From an optimization exercise on the open Yosys and OpenROAD flow, aimed at small area; shortcuts taken in it are not production practice.
No functional check of the RTL was part of this run.
Power and IR drop assume default switching activity.

==> design.v <==
module fix_mult (s0, s1, s2, s3, l);
input  [15:0] s0, s1, s2, s3;
output [25:0] l;
wire w0 = s0[2] ^ s0[0] ^ ~s1[0];
wire w1 = (s0[2] & s0[0]) | (s0[2] & ~s1[0]) | (s0[0] & ~s1[0]);
wire w2 = s2[2] ^ ~s3[0] ^ w0;
wire w3 = (s2[2] & ~s3[0]) | (s2[2] & w0) | (~s3[0] & w0);
wire w4 = ~(s0[3] ^ s0[1]);
wire w5 = s0[3] | s0[1];
wire w6 = w4 ^ ~s1[1] ^ s2[3];
wire w7 = (w4 & ~s1[1]) | (w4 & s2[3]) | (~s1[1] & s2[3]);
wire w8 = ~s3[1] ^ w1 ^ w6;
wire w9 = (~s3[1] & w1) | (~s3[1] & w6) | (w1 & w6);
wire w10 = s0[4] ^ s0[2] ^ w5;
wire w11 = (s0[4] & s0[2]) | (s0[4] & w5) | (s0[2] & w5);
wire w12 = w10 ^ ~s1[2] ^ s2[4];
wire w13 = (w10 & ~s1[2]) | (w10 & s2[4]) | (~s1[2] & s2[4]);
wire w14 = ~s3[2] ^ w7 ^ w12;
wire w15 = (~s3[2] & w7) | (~s3[2] & w12) | (w7 & w12);
wire w16 = ~(s0[5] ^ s0[3]);
wire w17 = s0[5] | s0[3];
wire w18 = w16 ^ w11 ^ ~s1[3];
wire w19 = (w16 & w11) | (w16 & ~s1[3]) | (w11 & ~s1[3]);
wire w20 = s2[5] ^ ~s3[0] ^ ~s3[3];
wire w21 = (s2[5] & ~s3[0]) | (s2[5] & ~s3[3]) | (~s3[0] & ~s3[3]);
wire w22 = w13 ^ w18 ^ w20;
wire w23 = (w13 & w18) | (w13 & w20) | (w18 & w20);
wire w24 = s0[6] ^ s0[4] ^ w17;
wire w25 = (s0[6] & s0[4]) | (s0[6] & w17) | (s0[4] & w17);
wire w26 = w24 ^ s1[0] ^ ~s1[4];
wire w27 = (w24 & s1[0]) | (w24 & ~s1[4]) | (s1[0] & ~s1[4]);
wire w28 = s2[6] ^ ~s3[1] ^ ~s3[4];
wire w29 = (s2[6] & ~s3[1]) | (s2[6] & ~s3[4]) | (~s3[1] & ~s3[4]);
wire w30 = w19 ^ w21 ^ w26;
wire w31 = (w19 & w21) | (w19 & w26) | (w21 & w26);
wire w32 = w28 ^ w23 ^ w30;
wire w33 = (w28 & w23) | (w28 & w30) | (w23 & w30);
wire w34 = s0[7] ^ s0[5] ^ w25;
wire w35 = (s0[7] & s0[5]) | (s0[7] & w25) | (s0[5] & w25);
wire w36 = w34 ^ s1[1] ^ ~s1[5];
wire w37 = (w34 & s1[1]) | (w34 & ~s1[5]) | (s1[1] & ~s1[5]);
wire w38 = s2[7] ^ ~s3[2] ^ ~s3[5];
wire w39 = (s2[7] & ~s3[2]) | (s2[7] & ~s3[5]) | (~s3[2] & ~s3[5]);
wire w40 = w27 ^ w29 ^ w36;
wire w41 = (w27 & w29) | (w27 & w36) | (w29 & w36);
wire w42 = w38 ^ w31 ^ w40;
wire w43 = (w38 & w31) | (w38 & w40) | (w31 & w40);
wire w44 = s0[8] ^ s0[6] ^ w35;
wire w45 = (s0[8] & s0[6]) | (s0[8] & w35) | (s0[6] & w35);
wire w46 = s1[2] ^ ~s1[6] ^ s2[8];
wire w47 = (s1[2] & ~s1[6]) | (s1[2] & s2[8]) | (~s1[6] & s2[8]);
wire w48 = s2[0] ^ ~s3[3] ^ ~s3[6];
wire w49 = (s2[0] & ~s3[3]) | (s2[0] & ~s3[6]) | (~s3[3] & ~s3[6]);
wire w50 = w44 ^ w37 ^ w39;
wire w51 = (w44 & w37) | (w44 & w39) | (w37 & w39);
wire w52 = w46 ^ w48 ^ w41;
wire w53 = (w46 & w48) | (w46 & w41) | (w48 & w41);
wire w54 = w50 ^ w43 ^ w52;
wire w55 = (w50 & w43) | (w50 & w52) | (w43 & w52);
wire w56 = s0[9] ^ s0[7] ^ s1[3];
wire w57 = (s0[9] & s0[7]) | (s0[9] & s1[3]) | (s0[7] & s1[3]);
wire w58 = ~s1[7] ^ s2[9] ^ s2[1];
wire w59 = (~s1[7] & s2[9]) | (~s1[7] & s2[1]) | (s2[9] & s2[1]);
wire w60 = s3[0] ^ ~s3[4] ^ ~s3[7];
wire w61 = (s3[0] & ~s3[4]) | (s3[0] & ~s3[7]) | (~s3[4] & ~s3[7]);
wire w62 = w45 ^ w47 ^ w49;
wire w63 = (w45 & w47) | (w45 & w49) | (w47 & w49);
wire w64 = w56 ^ w58 ^ w60;
wire w65 = (w56 & w58) | (w56 & w60) | (w58 & w60);
wire w66 = w51 ^ w62 ^ w64;
wire w67 = (w51 & w62) | (w51 & w64) | (w62 & w64);
wire w68 = w53 ^ w66 ^ w55;
wire w69 = (w53 & w66) | (w53 & w55) | (w66 & w55);
wire w70 = s0[10] ^ s0[8] ^ s1[4];
wire w71 = (s0[10] & s0[8]) | (s0[10] & s1[4]) | (s0[8] & s1[4]);
wire w72 = ~s1[8] ^ s2[10] ^ s2[2];
wire w73 = (~s1[8] & s2[10]) | (~s1[8] & s2[2]) | (s2[10] & s2[2]);
wire w74 = s3[1] ^ ~s3[5] ^ ~s3[8];
wire w75 = (s3[1] & ~s3[5]) | (s3[1] & ~s3[8]) | (~s3[5] & ~s3[8]);
wire w76 = w57 ^ w59 ^ w61;
wire w77 = (w57 & w59) | (w57 & w61) | (w59 & w61);
wire w78 = w70 ^ w72 ^ w74;
wire w79 = (w70 & w72) | (w70 & w74) | (w72 & w74);
wire w80 = w63 ^ w65 ^ w76;
wire w81 = (w63 & w65) | (w63 & w76) | (w65 & w76);
wire w82 = w78 ^ w67 ^ w80;
wire w83 = (w78 & w67) | (w78 & w80) | (w67 & w80);
wire w84 = s0[11] ^ s0[9] ^ s1[5];
wire w85 = (s0[11] & s0[9]) | (s0[11] & s1[5]) | (s0[9] & s1[5]);
wire w86 = ~s1[9] ^ s2[11] ^ s2[3];
wire w87 = (~s1[9] & s2[11]) | (~s1[9] & s2[3]) | (s2[11] & s2[3]);
wire w88 = s3[2] ^ ~s3[6] ^ ~s3[9];
wire w89 = (s3[2] & ~s3[6]) | (s3[2] & ~s3[9]) | (~s3[6] & ~s3[9]);
wire w90 = w71 ^ w73 ^ w75;
wire w91 = (w71 & w73) | (w71 & w75) | (w73 & w75);
wire w92 = w84 ^ w86 ^ w88;
wire w93 = (w84 & w86) | (w84 & w88) | (w86 & w88);
wire w94 = w77 ^ w79 ^ w90;
wire w95 = (w77 & w79) | (w77 & w90) | (w79 & w90);
wire w96 = w92 ^ w81 ^ w94;
wire w97 = (w92 & w81) | (w92 & w94) | (w81 & w94);
wire w98 = s0[12] ^ s0[10] ^ s1[6];
wire w99 = (s0[12] & s0[10]) | (s0[12] & s1[6]) | (s0[10] & s1[6]);
wire w100 = ~s1[10] ^ s2[12] ^ s2[4];
wire w101 = (~s1[10] & s2[12]) | (~s1[10] & s2[4]) | (s2[12] & s2[4]);
wire w102 = s3[3] ^ ~s3[7] ^ ~s3[10];
wire w103 = (s3[3] & ~s3[7]) | (s3[3] & ~s3[10]) | (~s3[7] & ~s3[10]);
wire w104 = w85 ^ w87 ^ w89;
wire w105 = (w85 & w87) | (w85 & w89) | (w87 & w89);
wire w106 = w98 ^ w100 ^ w102;
wire w107 = (w98 & w100) | (w98 & w102) | (w100 & w102);
wire w108 = w91 ^ w93 ^ w104;
wire w109 = (w91 & w93) | (w91 & w104) | (w93 & w104);
wire w110 = w106 ^ w95 ^ w108;
wire w111 = (w106 & w95) | (w106 & w108) | (w95 & w108);
wire w112 = s0[13] ^ s0[11] ^ s1[7];
wire w113 = (s0[13] & s0[11]) | (s0[13] & s1[7]) | (s0[11] & s1[7]);
wire w114 = ~s1[11] ^ s2[13] ^ s2[5];
wire w115 = (~s1[11] & s2[13]) | (~s1[11] & s2[5]) | (s2[13] & s2[5]);
wire w116 = s3[4] ^ ~s3[8] ^ ~s3[11];
wire w117 = (s3[4] & ~s3[8]) | (s3[4] & ~s3[11]) | (~s3[8] & ~s3[11]);
wire w118 = w99 ^ w101 ^ w103;
wire w119 = (w99 & w101) | (w99 & w103) | (w101 & w103);
wire w120 = w112 ^ w114 ^ w116;
wire w121 = (w112 & w114) | (w112 & w116) | (w114 & w116);
wire w122 = w105 ^ w107 ^ w118;
wire w123 = (w105 & w107) | (w105 & w118) | (w107 & w118);
wire w124 = w120 ^ w109 ^ w122;
wire w125 = (w120 & w109) | (w120 & w122) | (w109 & w122);
wire w126 = s0[14] ^ s0[12] ^ s1[8];
wire w127 = (s0[14] & s0[12]) | (s0[14] & s1[8]) | (s0[12] & s1[8]);
wire w128 = ~s1[12] ^ s2[14] ^ s2[6];
wire w129 = (~s1[12] & s2[14]) | (~s1[12] & s2[6]) | (s2[14] & s2[6]);
wire w130 = s3[5] ^ ~s3[9] ^ ~s3[12];
wire w131 = (s3[5] & ~s3[9]) | (s3[5] & ~s3[12]) | (~s3[9] & ~s3[12]);
wire w132 = w113 ^ w115 ^ w117;
wire w133 = (w113 & w115) | (w113 & w117) | (w115 & w117);
wire w134 = w126 ^ w128 ^ w130;
wire w135 = (w126 & w128) | (w126 & w130) | (w128 & w130);
wire w136 = w119 ^ w121 ^ w132;
wire w137 = (w119 & w121) | (w119 & w132) | (w121 & w132);
wire w138 = w134 ^ w123 ^ w136;
wire w139 = (w134 & w123) | (w134 & w136) | (w123 & w136);
wire w140 = ~s0[15] ^ s0[13] ^ s1[9];
wire w141 = (~s0[15] & s0[13]) | (~s0[15] & s1[9]) | (s0[13] & s1[9]);
wire w142 = ~s1[13] ^ s2[7] ^ s3[6];
wire w143 = (~s1[13] & s2[7]) | (~s1[13] & s3[6]) | (s2[7] & s3[6]);
wire w144 = ~s3[10] ^ ~s3[13] ^ ~s2[15];
wire w145 = (~s3[10] & ~s3[13]) | (~s3[10] & ~s2[15]) | (~s3[13] & ~s2[15]);
wire w146 = w127 ^ w129 ^ w131;
wire w147 = (w127 & w129) | (w127 & w131) | (w129 & w131);
wire w148 = w140 ^ w142 ^ w133;
wire w149 = (w140 & w142) | (w140 & w133) | (w142 & w133);
wire w150 = w135 ^ w144 ^ w146;
wire w151 = (w135 & w144) | (w135 & w146) | (w144 & w146);
wire w152 = w137 ^ w148 ^ w150;
wire w153 = (w137 & w148) | (w137 & w150) | (w148 & w150);
wire w154 = ~(s0[14] ^ s1[10]);
wire w155 = s0[14] | s1[10];
wire w156 = ~s1[14] ^ s2[8] ^ s3[7];
wire w157 = (~s1[14] & s2[8]) | (~s1[14] & s3[7]) | (s2[8] & s3[7]);
wire w158 = ~s3[11] ^ ~s3[14] ^ w141;
wire w159 = (~s3[11] & ~s3[14]) | (~s3[11] & w141) | (~s3[14] & w141);
wire w160 = w143 ^ w154 ^ w156;
wire w161 = (w143 & w154) | (w143 & w156) | (w154 & w156);
wire w162 = w145 ^ w147 ^ w158;
wire w163 = (w145 & w147) | (w145 & w158) | (w147 & w158);
wire w164 = w160 ^ w149 ^ w151;
wire w165 = (w160 & w149) | (w160 & w151) | (w149 & w151);
wire w166 = w162 ^ w153 ^ w164;
wire w167 = (w162 & w153) | (w162 & w164) | (w153 & w164);
wire w168 = ~s0[15] ^ s1[11] ^ s2[9];
wire w169 = (~s0[15] & s1[11]) | (~s0[15] & s2[9]) | (s1[11] & s2[9]);
wire w170 = s3[8] ^ ~s3[12] ^ s1[15];
wire w171 = (s3[8] & ~s3[12]) | (s3[8] & s1[15]) | (~s3[12] & s1[15]);
wire w172 = s3[15] ^ w155 ^ w157;
wire w173 = (s3[15] & w155) | (s3[15] & w157) | (w155 & w157);
wire w174 = w168 ^ w159 ^ w161;
wire w175 = (w168 & w159) | (w168 & w161) | (w159 & w161);
wire w176 = w170 ^ w172 ^ w163;
wire w177 = (w170 & w172) | (w170 & w163) | (w172 & w163);
wire w178 = w174 ^ w165 ^ w176;
wire w179 = (w174 & w165) | (w174 & w176) | (w165 & w176);
wire w180 = s1[12] ^ s2[10] ^ s3[9];
wire w181 = (s1[12] & s2[10]) | (s1[12] & s3[9]) | (s2[10] & s3[9]);
wire w182 = ~s3[13] ^ w169 ^ w180;
wire w183 = (~s3[13] & w169) | (~s3[13] & w180) | (w169 & w180);
wire w184 = w171 ^ w173 ^ w182;
wire w185 = (w171 & w173) | (w171 & w182) | (w173 & w182);
wire w186 = w175 ^ w184 ^ w177;
wire w187 = (w175 & w184) | (w175 & w177) | (w184 & w177);
wire w188 = ~(s1[13] ^ s2[11]);
wire w189 = s1[13] | s2[11];
wire w190 = s3[10] ^ ~s3[14] ^ w181;
wire w191 = (s3[10] & ~s3[14]) | (s3[10] & w181) | (~s3[14] & w181);
wire w192 = w188 ^ w183 ^ w190;
wire w193 = (w188 & w183) | (w188 & w190) | (w183 & w190);
wire w194 = w185 ^ w192 ^ w187;
wire w195 = (w185 & w192) | (w185 & w187) | (w192 & w187);
wire w196 = s1[14] ^ s2[12] ^ s3[11];
wire w197 = (s1[14] & s2[12]) | (s1[14] & s3[11]) | (s2[12] & s3[11]);
wire w198 = s3[15] ^ w189 ^ w196;
wire w199 = (s3[15] & w189) | (s3[15] & w196) | (w189 & w196);
wire w200 = w191 ^ w198 ^ w193;
wire w201 = (w191 & w198) | (w191 & w193) | (w198 & w193);
wire w202 = s2[13] ^ s3[12] ^ ~s1[15];
wire w203 = (s2[13] & s3[12]) | (s2[13] & ~s1[15]) | (s3[12] & ~s1[15]);
wire w204 = w197 ^ w199 ^ w202;
wire w205 = (w197 & w199) | (w197 & w202) | (w199 & w202);
wire w206 = ~(s2[14] ^ s3[13]);
wire w207 = s2[14] | s3[13];
wire w208 = w206 ^ w203 ^ w205;
wire w209 = (w206 & w203) | (w206 & w205) | (w203 & w205);
wire w210 = s3[14] ^ ~s2[15] ^ w207;
wire w211 = (s3[14] & ~s2[15]) | (s3[14] & w207) | (~s2[15] & w207);
wire [25:0] cpa_a = {1'b1, ~s3[15], w209, w208, w201, w195, w194, w179, w167, w166, w139, w125, w111, w97, w83, w69, w68, w54, w33, w32, w15, w9, w3, w2, s0[1], s0[0]};
wire [25:0] cpa_b = {1'b0, w211, w210, 1'b0, w204, w200, 1'b0, w186, w178, 1'b0, w152, w138, w124, w110, w96, w82, 1'b0, 1'b0, w42, 1'b0, w22, w14, w8, 1'b0, s2[1], s2[0]};
assign l = cpa_a + cpa_b;
endmodule
module fir(
	out,
	x,
	clk,
	rest
	);
output [34:0] out;
input         rest;
input  [15:0] x;
input         clk;
reg  [15:0] r0, r1, r2, r3, r4, r5, r6, r7, r8, r9, r10, r11, r12, r13;
reg  [15:0] p;           
reg  [3:0]  n;           
reg  [25:0] l;           
reg  [2:0]  q;           
wire [3:0] hi = {4{l[25]}} - {1'b0, q};
assign out = {hi, {4{l[25]}}, l, 1'b0};
wire v6  = rest && n > 4'd6;
wire v13p = rest && n > 4'd13;
wire v8  = n > 4'd8;
wire v9  = n > 4'd9;
wire v10 = n > 4'd10;
wire v11 = n > 4'd11;
wire v12 = n > 4'd12;
wire v13 = n > 4'd13;
wire [15:0] m6  = r6  & {16{v6}};
wire [15:0] m13p = r13 & {16{v13p}};
wire [15:0] m8  = r8  & {16{v8}};
wire [15:0] m9  = r9  & {16{v9}};
wire [15:0] m10 = r10 & {16{v10}};
wire [15:0] m11 = r11 & {16{v11}};
wire [15:0] m12 = r12 & {16{v12}};
wire [15:0] m13 = r13 & {16{v13}};
wire [15:0] t1 = m8 + m13;
wire [15:0] t2 = m9 + m12;
wire [15:0] t3 = m10 + m11;
wire [15:0] pn = m6 + m13p;
wire z1 = t1[15] & ~|t1[14:0];
wire z2 = t2[15] & ~|t2[14:0];
wire z3 = t3[15] & ~|t3[14:0];
wire z0 = p[15] & ~|p[14:0];
wire [15:0] s0 = {p[15] & ~z0, p[14:0]};
wire [15:0] s1 = {t1[15] & ~z1, t1[14:0]};
wire [15:0] s2 = {t2[15] & ~z2, t2[14:0]};
wire [15:0] s3 = {t3[15] & ~z3, t3[14:0]};
wire [2:0] qn = z0 + z1 + z2 + z3;
wire [25:0] ln;
fix_mult core (.s0(s0), .s1(s1), .s2(s2), .s3(s3), .l(ln));
always @(posedge clk) begin
	r0  <= x;
	r1  <= r0;
	r2  <= r1;
	r3  <= r2;
	r4  <= r3;
	r5  <= r4;
	r6  <= r5;
	r7  <= r6;
	r8  <= r7;
	r9  <= r8;
	r10 <= r9;
	r11 <= r10;
	r12 <= r11;
	r13 <= r12;
	p   <= pn;
	l   <= ln & {26{rest}};
	q   <= qn & {3{rest}};
	if (!rest)
		n <= 4'd0;
	else if (n != 4'd14)
		n <= n + 4'd1;
end
endmodule
==> run.sh <==
#!/bin/bash
# synth_recipe.tcl (not shown) runs the flow's synth.tcl, then flattens the netlist and writes it again
# the make line also repeats each setting of config.mk as NAME=value (left out here)
make -C /OpenROAD-flow-scripts/flow DESIGN_CONFIG=/design/flow/config.mk WORK_HOME=/design/flow/orfs CLKGATE_MAP_FILE= SYNTH_SCRIPT=/design/flow/synth_recipe.tcl finish
==> config.mk <==
export PLATFORM = sky130hd
export DESIGN_NAME = fir
export DESIGN_NICKNAME = fir
export VERILOG_FILES = /design/flow/design.v
export SDC_FILE = /design/flow/constraint.sdc
export NUM_CORES = 4
export LEC_CHECK = 0
export CAP_MARGIN = 20
export CORE_MARGIN = 2
export CORE_UTILIZATION = 40
export SLEW_MARGIN = 20
==> constraint.sdc <==
create_clock -name core_clock -period 6.0 [get_ports {clk}]
set_input_delay 1.2000 -clock core_clock [delete_from_list [all_inputs] [get_ports {clk}]]
set_output_delay 1.2000 -clock core_clock [all_outputs]
set_load 0.01 [all_outputs]
==> summary.log <==
INFO  run_status     run_status=finished with violations
INFO  run_status     failed_checks=negative setup slack
INFO  synthesis      yosys.cell_types.count=77
INFO  cells_and_area register_ranked_first_by_flip_flop_count=l
INFO  clock_tree     clkLatencyLatePin=0.58ns
INFO  clock_tree     cts-buffers-inserted=29
INFO  drt            met1Wirelength=13750µm
INFO  synthesis      syn_inst=1269
INFO  synthesis      ys_ff_latch=273
INFO  cells_and_area multi_input_comb_area=8038µm²
INFO  place          routabilityCongestion=0.8526
INFO  global_routing grt_max_degree=28
INFO  drt            routedWlPerCell=15.69µm
INFO  drt            drt.antenna.violating_nets=0
INFO  power          post_layout_total_power=4.692mW
INFO  timing         finalHoldViolCount=0
INFO  timing         final_worst_path_period_share=103.5%
INFO  synthesis      yosys_most_used_dff=dfxtp_1
INFO  setup_path     worstRegToRegCells=30
INFO  setup_path     critical_path.max_stage_delay=0.53ns
INFO  die            fp-row-count=66
INFO  global_routing grt_pass1_vias=10160
INFO  setup_path     worst-path-max-fanout=5
INFO  drt            wl_met3=1195µm
INFO  timing         worstMarginPinSlew=0.5920ns
INFO  power          power.combinational.fraction=17.9%
INFO  global_routing wire_length_of_the_first_global_routing_pass=51010µm
INFO  synthesis      syn-cell-area=13320µm²
INFO  setup_path     timing.critical_path.mode_cell=buf_4
INFO  global_routing gr-usage-all-layers=18.29%
INFO  setup_path     startpoint_type_of_the_worst_setup_path=flop
INFO  drt            met2_length=15510µm
INFO  cells_and_area seqCellArea=5473µm²
INFO  cells_and_area syn2layout_area_growth=34.62%
INFO  synthesis      synth.top_cell.area_share=41.03%
INFO  run            cap_violations=0
INFO  drt            initialDrtViolationCount=325
INFO  setup_path     critical_path.reg2reg.startpoint=n[1]$_SDFFE_PN0P_
INFO  clock_tree     tritoncts=built
INFO  timing         final_period_minus_worst_setup_slack=6.208ns
INFO  setup_path     worst-endpoint-arrival=6.66ns
INFO  hold_path      hold_class=reg2reg
INFO  setup_path     critical_path.endpoint=l[24]$_DFF_P_
INFO  clock_tree     clock_sink_count=273
INFO  cells_and_area mostFrequentLayoutCell=dfxtp_1
INFO  cells_and_area final_cell_mix=dfxtp_1 (271), buf_4 (203), inv_1 (160)
INFO  die            die_y=186.5µm
INFO  die            design.die.area=34780µm²
INFO  die            io_pins=53
INFO  timing         finalSetupViolCount=11
INFO  clock_tree     library_cell_used_as_clock_root_buffer=clkbuf_16
INFO  die            start_util=40.74%
INFO  cells_and_area finish.utilization=54.84%
INFO  place          hpwlAfterDp=24310µm
INFO  place          preCtsSetupSlack=-0.3899ns
INFO  setup_path     worstReg2RegEnd=l[24]$_DFF_P_
INFO  timing         max_freq=161.1MHz
INFO  setup_path     timing.critical_path.to_type=flop
INFO  drt            vias=9556
INFO  timing         grt_setup_unrepaired=true
INFO  power          p_leak=8.263nW
INFO  timing         clock_skew=0.03388ns
INFO  drt            route.final.wire_length=31590µm
INFO  die            core=32700µm²
INFO  synthesis      synth.net_count=1488
INFO  power          power_switching_share=24.48%
INFO  clock_tree     cts_max_path_buffers=3
INFO  cells_and_area largest_register_ffs=26
INFO  clock_tree     hold_buffers=0
INFO  synthesis      number_of_flops_mapped_to_enable_cells_by_yosys=0
INFO  drt            routed.top_layer=met4
INFO  synthesis      seq_area_frac_synth=41.03%
INFO  setup_path     cpMaxStageDelayCell=fa_1
INFO  cells_and_area nFillCells=2858
INFO  clock_tree     htree_levels=1
INFO  synthesis      synthesis.yosys.warnings=1
INFO  setup_path     setup.reg_to_reg.worst_slack=-0.21ns
INFO  synthesis      async_reset_ff_share=0%
INFO  drt            via_per_inst=4.747
INFO  die            dieWidth=186.5µm
INFO  global_routing antenna_violations_before_repair=1
INFO  power          irDropWorstVdd=0.2283mV
INFO  clock_tree     clk_pin_slew=0.06ns
INFO  power          power_switching=1.148mW
INFO  place          place.port_buffers=51
INFO  power          clockPowerShare=39.4%
INFO  hold_path      worst_hold_path.num_cells=0
INFO  setup_path     path_class=reg2reg
INFO  timing         finalMaxSlewViolations=0
INFO  power          cell_internal_pwr=3.544mW
INFO  cells_and_area post_route_cells_drive_above_1_share=27.83%
INFO  drt            detail_route.drc_violations=0
INFO  synthesis      synth_area_leader_cell=dfxtp_1
INFO  drt            drt_first_pass_iters=7
INFO  cells_and_area final_nets=1766
INFO  setup_path     worst_ep_required_time=6.45ns
INFO  power          power_density=261.7nW/µm²
INFO  synthesis      syn-mean-instance-area=10.50µm²
INFO  global_routing globalRoute.totalOverflow=0
INFO  timing         slew_headroom=59.91%
INFO  synthesis      netlist_top_cells_area=dfxtp_1 (41%), fa_1 (16%), ha_1 (8.7%)
INFO  setup_path     timing.critical_path.from=n[1]$_SDFFE_PN0P_
INFO  timing         final.setup.worst_slack=-0.2081ns
INFO  power          power.share.sequential=42.7%
==> Yosys cell counts, types with 3 or more instances <==
cell	count
a211oi_1	6
a21o_1	13
a21oi_1	37
a31oi_1	15
and2_1	98
and3_1	40
and4_1	3
buf_4	5
clkbuf_1	16
dfxtp_1	273
fa_1	108
ha_1	93
inv_1	173
mux2i_1	3
nand2_1	41
nand2b_1	16
nand3_1	21
nand3b_1	4
nand4_1	5
nand4b_1	4
nor2_1	73
nor2b_1	6
nor3_1	25
nor4_1	9
o211ai_1	3
o21a_1	5
o21ai_0	30
o21bai_1	5
o31ai_1	5
or2_2	5
or3_1	6
xnor2_1	42
xor2_1	28
==> worst max-delay path: cells and delay by family (launching register included) <==
family	cells	cell delay, ns
fa+ha+maj	6	2.01
simple gates	8	1.39
compound gates	5	1.06
buf+inv	9	1.00
flops	1	0.37
xor+xnor	2	0.23
==> repair_timing <==
action,4_1_cts,5_1_grt
gates resized for setup,115,61
cloned,1,0
pin swaps,64,56
hold endpoints to repair,0,0
endpoints found under the setup margin,12,13
setup buffers,27,7
==> how the worst min path moves through the flow <==
stage	from	to	slack, ns
3_3_place_gp	r2[13]$_DFF_P_	r3[13]$_DFF_P_	0.31
4_1_cts	r4[6]$_DFF_P_	r5[6]$_DFF_P_	0.32
5_1_grt	r4[6]$_DFF_P_	r5[6]$_DFF_P_	0.33
3_5_place_dp	r0[15]$_DFF_P_	r1[15]$_DFF_P_	0.31
6_report	r4[6]$_DFF_P_	r5[6]$_DFF_P_	0.29
2_1_floorplan	r0[0]$_DFF_P_	r1[0]$_DFF_P_	0.31
==> power by group through the flow <==
stage | Combinational (mW) | Sequential, mW | Clock (mW)
4_1_cts | 0.768 | 2.00 | 1.91
6_report | 0.839 | 2.00 | 1.85
2_1_floorplan | 0.366 | 2.06 | 0
5_1_grt | 0.911 | 2.02 | 1.99
3_5_place_dp | 0.705 | 2.04 | 0
3_3_place_gp | 0.695 | 2.04 | 0
==> area by class of cell <==
cell class                 count  area share (%)
tap                          442           3.084
sequential                   273           30.52
clock buffer                  38           4.633
inverter                     174           3.698
timing repair buffer         268           12.19
clock inverter                16           1.047
multi-input combinational    801           44.82
antenna                        1         0.01395
==> routing by layer <==
metal	track usage, %	vias to the layer above
met5	0	-
met4	7.418	0
met3	2.370	60
met2	32.58	169
met1	22.39	4617
li1	-	4710
==> through the flow <==
step	area [µm²]	hold slack, ns	setup TNS [ns]	instances
6_report	17930	0.2931	-1.310	2013
5_1_grt	17930	0.3259	-4.294	2012
4_1_cts	17600	0.3206	-0.3126	2006
3_5_place_dp	15780	0.3121	-3.189	1924
3_3_place_gp	15780	0.3101	-2.516	1924
2_1_floorplan	13450	0.3096	0	1269
==> cell families (layout without fill, tap and decap cells) <==
kind of cell | after synthesis | in the layout | synth area share (%)
compound gates | 157 | 157 | 8.059
simple gates | 368 | 368 | 15.34
buf+inv | 195 | 496 | 5.635
fa+ha+maj | 201 | 201 | 24.96
flops | 273 | 273 | 41.03
xor+xnor | 71 | 71 | 4.724
other cells | 1 | 2 | 0.02815
mux | 3 | 3 | 0.2254

==> afterwards: timing with drivers on the ports <==
Ports are ideal in the flow. The routed layout listed here was re-timed in OpenROAD.
Step 1, drivers: a clkbuf_16 drives clk and a buf_2 each remaining input, both assumed.
Step 2 times the ports against the registers' clock, not the clock port: input delays grow and output delays shrink by t, the midpoint of the rising clock arrivals with the driver on.
Three values: no drivers, after step 1, after step 2; two values: the first two.
shift t [ns]: 0.617
setup slack, ns: -0.208 / -0.208 / -0.208
hold WS [ns]: 0.293 / 0.293 / 0.293
latest minus earliest clock arrival (ns): 0.035 / 0.035
The setup slack of this run moves by 0.000 ns with the drivers and by 0.000 ns with both steps.
